Source: an optimization exercise on an open RTL-to-GDS flow (aim: small area). Production flows keep margins and buffers that such runs may drop. The RTL of this run was laid out without a check of its function. No activity file was given, so power comes from the tool's default toggle rates.

<file path="design/flow/design.v">
module sdram_ctrl #(
    parameter CLK_FREQ_MHZ	= 100,	 
    parameter POWERUP_DELAY	= 200,	 
    parameter REFRESH_MS	= 64,	 
    parameter BURST_LENGTH	= 8,	 
    parameter ROW_WIDTH	    = 13,	 
    parameter COL_WIDTH	    = 9,	 
    parameter BA_WIDTH	    = 2,	 
    parameter tCAC		    = 2,	 
    parameter tRAC		    = 5,	 
    parameter tRP		    = 2,	 
    parameter tRC		    = 7,	 
    parameter tMRD		    = 2	     
)
(
    input			        sdram_rst,
    input			        sdram_clk,
    output	[BA_WIDTH-1:0]	ba_o,
    output		            [12:0]  a_o,
    output			        cs_n_o,
    output			        ras_n_o,
    output			        cas_n_o,
    output			        we_n_o,
    output reg	[15:0]	    dq_o,
    output reg	[1:0]	    dqm_o,
    input		[15:0]	    dq_i,
    output reg	        	dq_oe_o,
    output			        cke_o,
    output			        idle_o,
    input		[31:0]	    adr_i,
    output reg	[31:0]	    adr_o,
    input		[15:0]	    dat_i,
    output reg	[15:0]	    dat_o,
    input		[1:0]	    sel_i,
    input			        acc_i,
    output reg		        ack_o,
    input			        we_i
);
    localparam tRCD = tRAC - tCAC;
    localparam POWERUP_CNT = CLK_FREQ_MHZ*POWERUP_DELAY;
    localparam REFRESH_TIMEOUT = (CLK_FREQ_MHZ*REFRESH_MS*1000)/(1<<ROW_WIDTH);
    localparam
        SEQUENTIAL  = 1'b0,
        INTERLEAVED = 1'b1;
    localparam
        PROGRAMMED_BL   = 1'b0,
        SINGLE_LOCATION = 1'b1;
    localparam [3:0]
        INIT_POWERUP  = 4'h0,
        INIT_PRE      = 4'h1,
        INIT_REF      = 4'h2,
        INIT_PGM_MODE = 4'h3,
        IDLE          = 4'h4,
        READ          = 4'h5,
        WRITE         = 4'h6,
        ACTIVATE      = 4'h7,
        PRE           = 4'h8,
        PRE_ALL       = 4'h9,
        REF           = 4'ha;
    localparam [4:0]
        CMD_NOP      = 5'b10111,
        CMD_BST      = 5'b10110,
        CMD_READ     = 5'b10101,
        CMD_READ_AP  = 5'b11101,
        CMD_WRITE    = 5'b10100,
        CMD_WRITE_AP = 5'b11100,
        CMD_ACT      = 5'b00011,
        CMD_PALL     = 5'b11010,
        CMD_PRE      = 5'b10010,
        CMD_REF      = 5'b00001,
        CMD_SELF     = 5'b00000,
        CMD_MRS      = 5'b10000;
    reg  [3:0]			        state;
    reg  [3:0]			        next_state;
    reg  [31:0]			        cycle_count;
    reg  [31:0]			        next_cycle_count;
    reg  [31:0]			        refresh_count;
    reg  [3:0]			        state_count;
    reg  [ROW_WIDTH-1:0]		row_active[(1<<BA_WIDTH)-1:0];
    reg  [(1<<BA_WIDTH)-1:0]	bank_active;
    reg  [12:0]			        a;
    reg  [BA_WIDTH-1:0]	        ba;
    reg  [4:0]			        cmd;
    reg				            we_r;
    wire [2:0]			        bl;
    wire				        a10;
    wire				        a10_oe;
    wire [BA_WIDTH-1:0]	        curr_bank;
    wire				        curr_bank_active;
    wire [ROW_WIDTH-1:0]        curr_row;
    wire				        curr_row_active;
    assign cs_n_o = 1'b0;
    assign cke_o  = 1'b1;
    assign a_o    = a10_oe ? {a[12:11], a10, a[9:0]} : a;
    assign ba_o   = ba;
    assign {a10_oe,a10,ras_n_o,cas_n_o,we_n_o} = cmd;
    assign bl = (BURST_LENGTH == 0) ? 3'b111 :
            (BURST_LENGTH == 1) ? 3'b000 :
            (BURST_LENGTH == 2) ? 3'b001 :
            (BURST_LENGTH == 4) ? 3'b010 :
            (BURST_LENGTH == 8) ? 3'b011 : 3'b00;
    assign curr_bank = adr_i[(BA_WIDTH+ROW_WIDTH+COL_WIDTH):(ROW_WIDTH+COL_WIDTH+1)];
    assign curr_row = adr_i[(ROW_WIDTH+COL_WIDTH):(COL_WIDTH+1)];
    assign curr_bank_active = bank_active[curr_bank];
    assign curr_row_active = (bank_active[curr_bank] &
                 (row_active[curr_bank] == curr_row));
    assign idle_o = (state == IDLE) | (state == REF) | (state == PRE_ALL);
    always @(posedge sdram_clk) begin
        if (sdram_rst) begin
            dq_oe_o <= 1'b0;
            dq_o <= 0;
            dqm_o <= 2'b11;
            cmd <= CMD_NOP;
            state <= INIT_POWERUP;
            a <= 0;
            ba <= 0;
            ack_o <= 1'b0;
            cycle_count <= 0;
            we_r <= 0;
            bank_active <= 0;
        end else begin
            dq_oe_o <= 1'b0;
            dqm_o <= 2'b11;
            cmd <= CMD_NOP;
            ack_o <= 1'b0;
            refresh_count <= refresh_count + 1;
            cycle_count <= cycle_count + 1;
            case (state)
            INIT_POWERUP: begin
                if (cycle_count > POWERUP_CNT) begin
                    cmd <= CMD_PALL;
                    state <= INIT_PRE;
                    cycle_count <= 0;
                end
            end
            INIT_PRE: begin
                if (cycle_count > tRP) begin
                    cmd <= CMD_REF;
                    state <= INIT_REF;
                    state_count <= 0;
                    cycle_count <= 0;
                end
            end
            INIT_REF: begin
                refresh_count <= 0;
                if (cycle_count > tRC) begin
                    cmd <= CMD_REF;
                    state_count <= state_count + 1;
                    cycle_count <= 0;
                end
                if (state_count == 4'd7 & cycle_count == tRC) begin
                    cmd <= CMD_MRS;
                    state <= INIT_PGM_MODE;
                    ba <= 2'b00;
                    a[12:10] <= 0;  
                    a[9] <= SINGLE_LOCATION;
                    a[8:7] <= 0;  
                    a[6:4] <= tCAC;
                    a[3] <= SEQUENTIAL;
                    a[2:0] <= bl;
                    cycle_count <= 0;
                end
            end
            INIT_PGM_MODE: begin
                if (cycle_count > tMRD)
                    state <= IDLE;
            end
            IDLE: begin
                cycle_count <= 0;
                ba <= curr_bank;
                if (REFRESH_TIMEOUT > 0 && refresh_count >= REFRESH_TIMEOUT) begin
                    refresh_count <= 0;
                    if (|bank_active) begin
                        cmd <= CMD_PALL;
                        state <= PRE_ALL;
                    end else begin
                        cmd <= CMD_REF;
                        state <= REF;
                    end
                end else if (acc_i & curr_row_active) begin
                    a[12:11] <= adr_i[12:11];
                    a[9:0] <= adr_i[10:1];
                    adr_o <= adr_i;
                    if (we_i) begin
                        ack_o <= 1'b1;
                        dqm_o <= ~sel_i;
                        dq_oe_o <= 1'b1;
                        dq_o <= dat_i;
                        cmd <= CMD_WRITE;
                        state <= WRITE;
                    end else begin
                        dqm_o <= 2'b00;
                        cmd <= CMD_READ;
                        state <= READ;
                    end
                end else if (acc_i & curr_bank_active) begin
                    cmd <= CMD_PRE;
                    state <= PRE;
                    we_r <= we_i;
                end else if (acc_i) begin
                    a <= curr_row;
                    cmd <= CMD_ACT;
                    state <= ACTIVATE;
                    we_r <= we_i;
                end
            end
            REF: begin
                if (cycle_count >= tRC-1)
                    state <= IDLE;
            end
            PRE: begin
                if (cycle_count >= tRP-1) begin
                    bank_active[curr_bank] <= 1'b0;
                    a <= curr_row;
                    cmd <= CMD_ACT;
                    state <= ACTIVATE;
                    cycle_count <= 0;
                end
            end
            PRE_ALL: begin
                if (cycle_count >= tRP-1) begin
                    bank_active <= 0;
                    cmd <= CMD_REF;
                    state <= REF;
                    cycle_count <= 0;
                end
            end
            ACTIVATE: begin
                if (cycle_count >= tRCD-1) begin
                    bank_active[curr_bank] <= 1'b1;
                    row_active[curr_bank] <= curr_row;
                    a[12:11] <= adr_i[12:11];
                    a[9:0] <= adr_i[10:1];
                    adr_o <= adr_i;
                    if (we_r) begin
                        ack_o <= 1'b1;
                        dq_oe_o <= 1'b1;
                        dq_o <= dat_i;
                        dqm_o <= ~sel_i;
                        cmd <= CMD_WRITE;
                        state <= WRITE;
                    end else begin
                        dqm_o <= 2'b00;
                        cmd <= CMD_READ;
                        state <= READ;
                    end
                    cycle_count <= 0;
                end
            end
            READ: begin
                dqm_o <= 2'b00;
                if (cycle_count == 0) begin
                    next_cycle_count <= 0;
                    next_state <= IDLE;
                end
                if (cycle_count == tCAC) begin
                    ack_o <= 1'b1;
                    adr_o <= adr_i;
                end
                if (cycle_count >= tCAC) begin
                    dat_o <= dq_i;
                end
                if (cycle_count > tCAC) begin
                    if (BURST_LENGTH == 8)
                        adr_o[3:1] <= adr_o[3:1] + 3'b1;
                    else if (BURST_LENGTH == 4)
                        adr_o[2:1] <= adr_o[2:1] + 2'b1;
                    else if (BURST_LENGTH == 2)
                        adr_o[1] <= adr_o[1] + 1'b1;
                end
                if (cycle_count >= (BURST_LENGTH-1 + tCAC - 2) &
                    next_state != READ)
                    dqm_o <= 2'b11;
                if (cycle_count >= (BURST_LENGTH-1) & next_state == IDLE) begin
                    if (acc_i & curr_row_active & !we_i) begin
                        dqm_o <= 2'b00;
                        ba <= curr_bank;
                        a[12:11] <= adr_i[12:11];
                        a[9:0] <= adr_i[10:1];
                        cmd <= CMD_READ;
                        next_cycle_count <= tCAC - (cycle_count - (BURST_LENGTH-1));
                        next_state <= READ;
                    end else if (acc_i & curr_bank_active) begin
                        we_r <= we_i;
                        cmd <= CMD_PRE;
                        next_cycle_count <= tCAC - (cycle_count - (BURST_LENGTH-1));
                        next_state <= PRE;
                    end else if (acc_i) begin
                        we_r <= we_i;
                        a <= curr_row;
                        cmd <= CMD_ACT;
                        next_cycle_count <= tCAC - (cycle_count - (BURST_LENGTH-1));
                        next_state <= ACTIVATE;
                    end
                end
                if (cycle_count >= (tCAC + BURST_LENGTH-1)) begin
                    cycle_count <= next_cycle_count;
                    state <= next_state;
                    next_state <= IDLE;
                    if (next_state == IDLE) begin
                        cycle_count <= 0;
                        if (acc_i & curr_row_active & we_i) begin
                            ack_o <= 1'b1;
                            ba <= curr_bank;
                            a[12:11] <= adr_i[12:11];
                            a[9:0] <= adr_i[10:1];
                            adr_o <= adr_i;
                            dq_o <= dat_i;
                            dqm_o <= ~sel_i;
                            dq_oe_o <= 1'b1;
                            cmd <= CMD_WRITE;
                        end else if (acc_i & curr_row_active & !we_i) begin
                            ba <= curr_bank;
                            a[12:11] <= adr_i[12:11];
                            a[9:0] <= adr_i[10:1];
                            dqm_o <= 2'b00;
                            cmd <= CMD_READ;
                        end else if (acc_i & curr_bank_active) begin
                            we_r <= we_i;
                            cmd <= CMD_PRE;
                            state <= PRE;
                        end else if (acc_i) begin
                            we_r <= we_i;
                            a <= curr_row;
                            cmd <= CMD_ACT;
                            state <= ACTIVATE;
                        end else begin
                            cmd <= CMD_NOP;
                            state <= IDLE;
                        end
                    end
                end
            end
            WRITE: begin
                cycle_count <= 0;
                if (acc_i & curr_row_active & we_i) begin
                    ack_o <= 1'b1;
                    ba <= curr_bank;
                    a[12:11] <= adr_i[12:11];
                    a[9:0] <= adr_i[10:1];
                    adr_o <= adr_i;
                    dq_o <= dat_i;
                    dqm_o <= ~sel_i;
                    dq_oe_o <= 1'b1;
                    cmd <= CMD_WRITE;
                end else if (acc_i & curr_row_active & !we_i) begin
                    ba <= curr_bank;
                    a[12:11] <= adr_i[12:11];
                    a[9:0] <= adr_i[10:1];
                    dqm_o <= 2'b00;
                    cmd <= CMD_READ;
                    state <= READ;
                end else if (acc_i & curr_bank_active) begin
                    we_r <= we_i;
                    cmd <= CMD_PRE;
                    state <= PRE;
                end else if (acc_i) begin
                    we_r <= we_i;
                    a <= curr_row;
                    cmd <= CMD_ACT;
                    state <= ACTIVATE;
                end else begin
                    cmd <= CMD_NOP;
                    state <= IDLE;
                end
            end
            endcase
        end
    end
endmodule
</file>
<file path="design/flow/run.sh">
#!/bin/bash
# synth_recipe.tcl (not shown) runs the flow's synth.tcl, then flattens the netlist and writes it again
# the make line also repeats each setting of config.mk as NAME=value (left out here)
make -C /OpenROAD-flow-scripts/flow DESIGN_CONFIG=/design/flow/config.mk WORK_HOME=/design/flow/orfs CLKGATE_MAP_FILE= SYNTH_SCRIPT=/design/flow/synth_recipe.tcl finish
</file>
<file path="design/flow/config.mk">
export PLATFORM = sky130hd
export DESIGN_NAME = sdram_ctrl
export DESIGN_NICKNAME = sdram_ctrl
export VERILOG_FILES = /design/flow/design.v
export SDC_FILE = /design/flow/constraint.sdc
export NUM_CORES = 4
export LEC_CHECK = 0
export CAP_MARGIN = 20
export CORE_MARGIN = 2
export CORE_UTILIZATION = 40
export SLEW_MARGIN = 20
</file>
<file path="design/flow/constraint.sdc">
create_clock -name core_clock -period 10.0 [get_ports {sdram_clk}]
set_input_delay 2.0000 -clock core_clock [delete_from_list [all_inputs] [get_ports {sdram_clk}]]
set_output_delay 2.0000 -clock core_clock [all_outputs]
set_load 0.01 [all_outputs]
</file>
==> flow_summary_export.csv <==
group,metric,value,unit
sta,tightest_slew,987,ps
placed_design,portBuffers,156,
synth,synth_top_cell_by_area,"edfxtp_1",
clock_tree,cts_root_buf,"clkbuf_16",
power,report.power.total,3.27,mW
hold_path,worstHoldPathCells,2,
clock_tree,cts_tree,"done",
finish,final_cells,2025,
clock_tree,worst_skew_pair.late_latency,580,ps
routing,vias,11800,
global_route,grt_usage,22.2,%
sta,rsz0062_at_grt,"false",
finish,finish.instance_area,0.0170,mm2
routing,ant_nets,0,
die,core,0.0347,mm2
clock_tree,h-tree-depth,1,
power,power.leakage,5.71,nW
clock_tree,cts_buffer_depth,3,
setup_path,reg2reg_setup_slack,5750,ps
die,fp-row-count,68,
clock_tree,cts.sinks,253,
clock_tree,cts-resized-gates,0,
synth,synth_enable_flop_cells,172,
setup_path,cp_slowest_cell,"clkdlybuf4s50_1",
placed_design,placed_cells,1971,
setup_path,crit_arrival,6540,ps
setup_path,max_stage_delay,1110,ps
finish,antenna_cells,0,
setup_path,required,10200,ps
die,io_pins,159,
global_route,antenna_found_initial,0,
setup_path,reg2reg_depth,7,
global_route,grt_max_degree,47,
sta,layout_worst_path_cycle_share,63.5,%
routing,drc_errors,0,
clock_tree,clk_pin_slew,60,ps
finish,syn_to_final_growth,19.8,%
synth,synth_top_area_share,36.4,%
synth,ys_ff_latch,253,
setup_path,setup.worst_path.class,"in2reg",
die,die_y,192,um
setup_path,r2r-end,"adr_o[20]",
sta,maxSlewHeadroom,34.0,%
setup_path,start_kind,"primary input",
sta,clock_skew,22.5,ps
synth,synth_ff_type,"edfxtp_1",
synth,synthesis.area,0.0142,mm2
routing,viasPerCell,5.83,
die,die_w,192,um
run,max_cap_violations,0,
clock_tree,cts_hold_buffers,0,
power,ir_drop,0.125,mV
die,dieArea,0.0369,mm2
hold_path,hp-class,"reg2reg",
synth,yosys_warnings,1,
global_route,grt_pass1_vias,11400,
global_route,grt_overflow_total,0,
setup_path,cp_top_family,"simple AND/OR/NAND/NOR gates",
sta,hold_viol,0,
synth,async_reset_ff_share,0,%
status,outcome,"timing/DRC/antenna clean",
sta,setup_tns,0,ps
routing,wirelength,40900,um
setup_path,crit_cells,8,
placed_design,gp_congestion,0.961,
synth,syn_inst,1429,
hold_path,min_from,"dq_o[2]",
synth,syn_area_per_cell,9.92,um2
routing,first_pass_iters,7,
power,pwr_density_cell,193,mW/mm2
placed_design,dpl_worst_slack,3090,ps
finish,fin_nets,1630,
global_route,grt_first_pass_wirelength,64800,um
sta,setup_viol,0,
setup_path,cp_cell_sequence,"clkdlybuf4s50_1 > mux4_2 > xnor2_1 > nand4_2 > a2111oi_4 > a31oi_1 > or3_1 > nor2_4",
routing,drtIter0Drc,1145,
sta,layout_min_cycle_time,6350,ps
sta,final.setup.worst_slack,3650,ps
synth,yosys.cell_types.count,89,
clock_tree,cts_made_buffers,29,
finish,drive_above_1_share,10.4,%
synth,syn_nets,1511,
setup_path,path_buf_inv,1,
setup_path,crit_fanout,32,
die,start_util,40.8,%
synth,ys_seq_area_share,47.9,%
hold_path,min_to,"dq_o[2]",
clock_tree,post_cts_buffers,0,
placed_design,dpl.hpwl,28000,um
routing,avgRoutedWirePerCell,20.2,um
placed_design,placed_cell_area,0.0161,mm2
synth,synth.area.top_cells,"edfxtp_1 36%, dfxtp_1 11%, nor2_1 4.6%, nand2_1 3.7%, xnor2_1 3.6%",
sta,final_max_slew_viol_count,0,
sta,fmax,0.158,GHz
setup_path,r2r-start,"row_active[3][11]",
setup_path,worst_setup_path_end_kind,"register",
-- layer usage --
metal	GRT usage, %	vias up	wire length, um
li1	-	5510	-
met1	31.9	5690	18600
met2	33.4	530	17700
met3	3.95	81	3270
met4	8.43	0	1320
met5	0	-	0
-- through the flow --
step | hold WS, ps | util [%]
after global placement | 442 | 46.2
final | 457 | 48.9
after floorplan | 448 | -
after detailed placement | 450 | 46.3
after global routing | 483 | 48.9
after CTS | 459 | 48.9
-- worst reg2reg max path, cell delays in order (launching register included) --
cell	delay [ps]
edfxtp_1	380
mux4_2	490
xnor2_1	250
nand4_2	280
a2111oi_4	900
a31oi_1	320
or3_1	440
nor2_4	780
-- state kept, by name, summed over array words and instances (netlist names) --
signal / cells
cycle_count: 32
state: 4
bank_active: 4
ack_o: 1
ba: 2
we_r: 1
cmd: 5
dat_o: 16
row_active: 52
adr_o: 32
refresh_count: 32
a: 13
dqm_o: 2
dq_oe_o: 1
next_cycle_count: 32
state_count: 4
next_state: 4
dq_o: 16
-- synth_stat cells (4+ instances only) --
master / number
nor2_1: 172
or3_1: 15
or2_2: 6
buf_6: 5
edfxtp_1: 172
and4_1: 4
or4b_2: 4
a21o_1: 5
o2bb2ai_1: 6
o31ai_1: 4
and2_1: 4
a31oi_1: 16
xnor2_1: 58
mux4_2: 12
dfxtp_1: 81
a21oi_1: 53
a22oi_1: 27
nand2b_1: 9
inv_1: 30
nand2_1: 140
nor2b_1: 6
and3_1: 10
o2111ai_1: 6
o21ai_0: 93
a221o_1: 9
o211ai_1: 14
a211oi_1: 19
ha_1: 12
clkbuf_1: 57
nand4_1: 26
xor2_1: 40
buf_2: 10
a221oi_1: 4
nor3_1: 43
nand3_1: 72
buf_4: 19
mux2i_1: 34
nor4_1: 20
or4_4: 5
mux2_2: 28
-- where the power goes --
| part | total (mW) | internal (mW) | switching [mW] |
|---|---|---|---|
| clock network | 1.02 | 0.582 | 0.433 |
| registers | 1.33 | 1.24 | 0.0934 |
| logic | 0.925 | 0.340 | 0.585 |
-- layout make-up --
type	count	area, um2
clock buffer	41	801
clock inverter	12	98.8
fill	3223	17700
inverter	32	120
multi-input combinational	1048	6820
sequential	253	6790
tap	455	569
timing repair buffer	184	1780
-- cell families after synthesis --
family,Yosys count,share of synthesized area [%]
XOR/XNOR,101,6.40
AND/OR/NAND/NOR,553,18.7
buffers and inverters,128,4.48
flip-flops,253,47.9
multiplexers,74,6.53
other,2,0.0530
AO/OA/AOI/OAI,306,14.9
adder cells (fa/ha/maj),12,1.06
-- worst max-delay path by stage --
stage	start	end	slack [ps]
finish	adr_i[24]	adr_o[20]	3650
global route	adr_i[24]	adr_o[6]	3370
CTS	adr_i[24]	adr_o[23]	3670
detailed placement	adr_i[24]	adr_o[17]	3090
global placement	adr_i[24]	adr_o[8]	3160
floorplan	adr_i[23]	adr_o[0]	4140
-- cells in the final DEF, fill, tap and decap left out, drive strengths merged, types with 9 or more instances in the layout --
cell type	instances
a211oi	19
a21oi	55
a221o	9
a22oi	27
a31oi	17
and3	10
buf	28
clkbuf	42
clkdlybuf4s50	155
clkinv	10
dfxtp	81
edfxtp	172
ha	12
inv	31
mux2	28
mux2i	34
mux4	12
nand2	141
nand2b	9
nand3	72
nand4	28
nor2	174
nor3	44
nor4	20
o211ai	14
o21ai	96
or3	17
xnor2	61
xor2	40

## re-timing with driven ports
The flow's constraints put no driver on any port. The routed layout listed below was extracted and timed again, unchanged, in two steps. Step 1 assumes that a clkbuf_16 drives the clock port and a buf_2 every other input. Step 2, shift: input delay + t, output delay - t, t = (earliest + latest rising clock arrival at the registers) / 2. This alone moves slack from input paths to output paths. Three values: no drivers, after step 1, after step 2; two values: the first two.
t, ns: 0.619
setup WS [ns]: 3.655 / 3.669 / 3.050
latest minus earliest clock arrival (ns): 0.023 / 0.023
worst register clock-pin slew, ns: 0.06 / 0.06
cell pins on the clock port's net: 1
After both steps setup and hold are still met in this run. For this run, drivers alone change the setup slack by +0.014 ns; drivers and shift together by -0.605 ns.
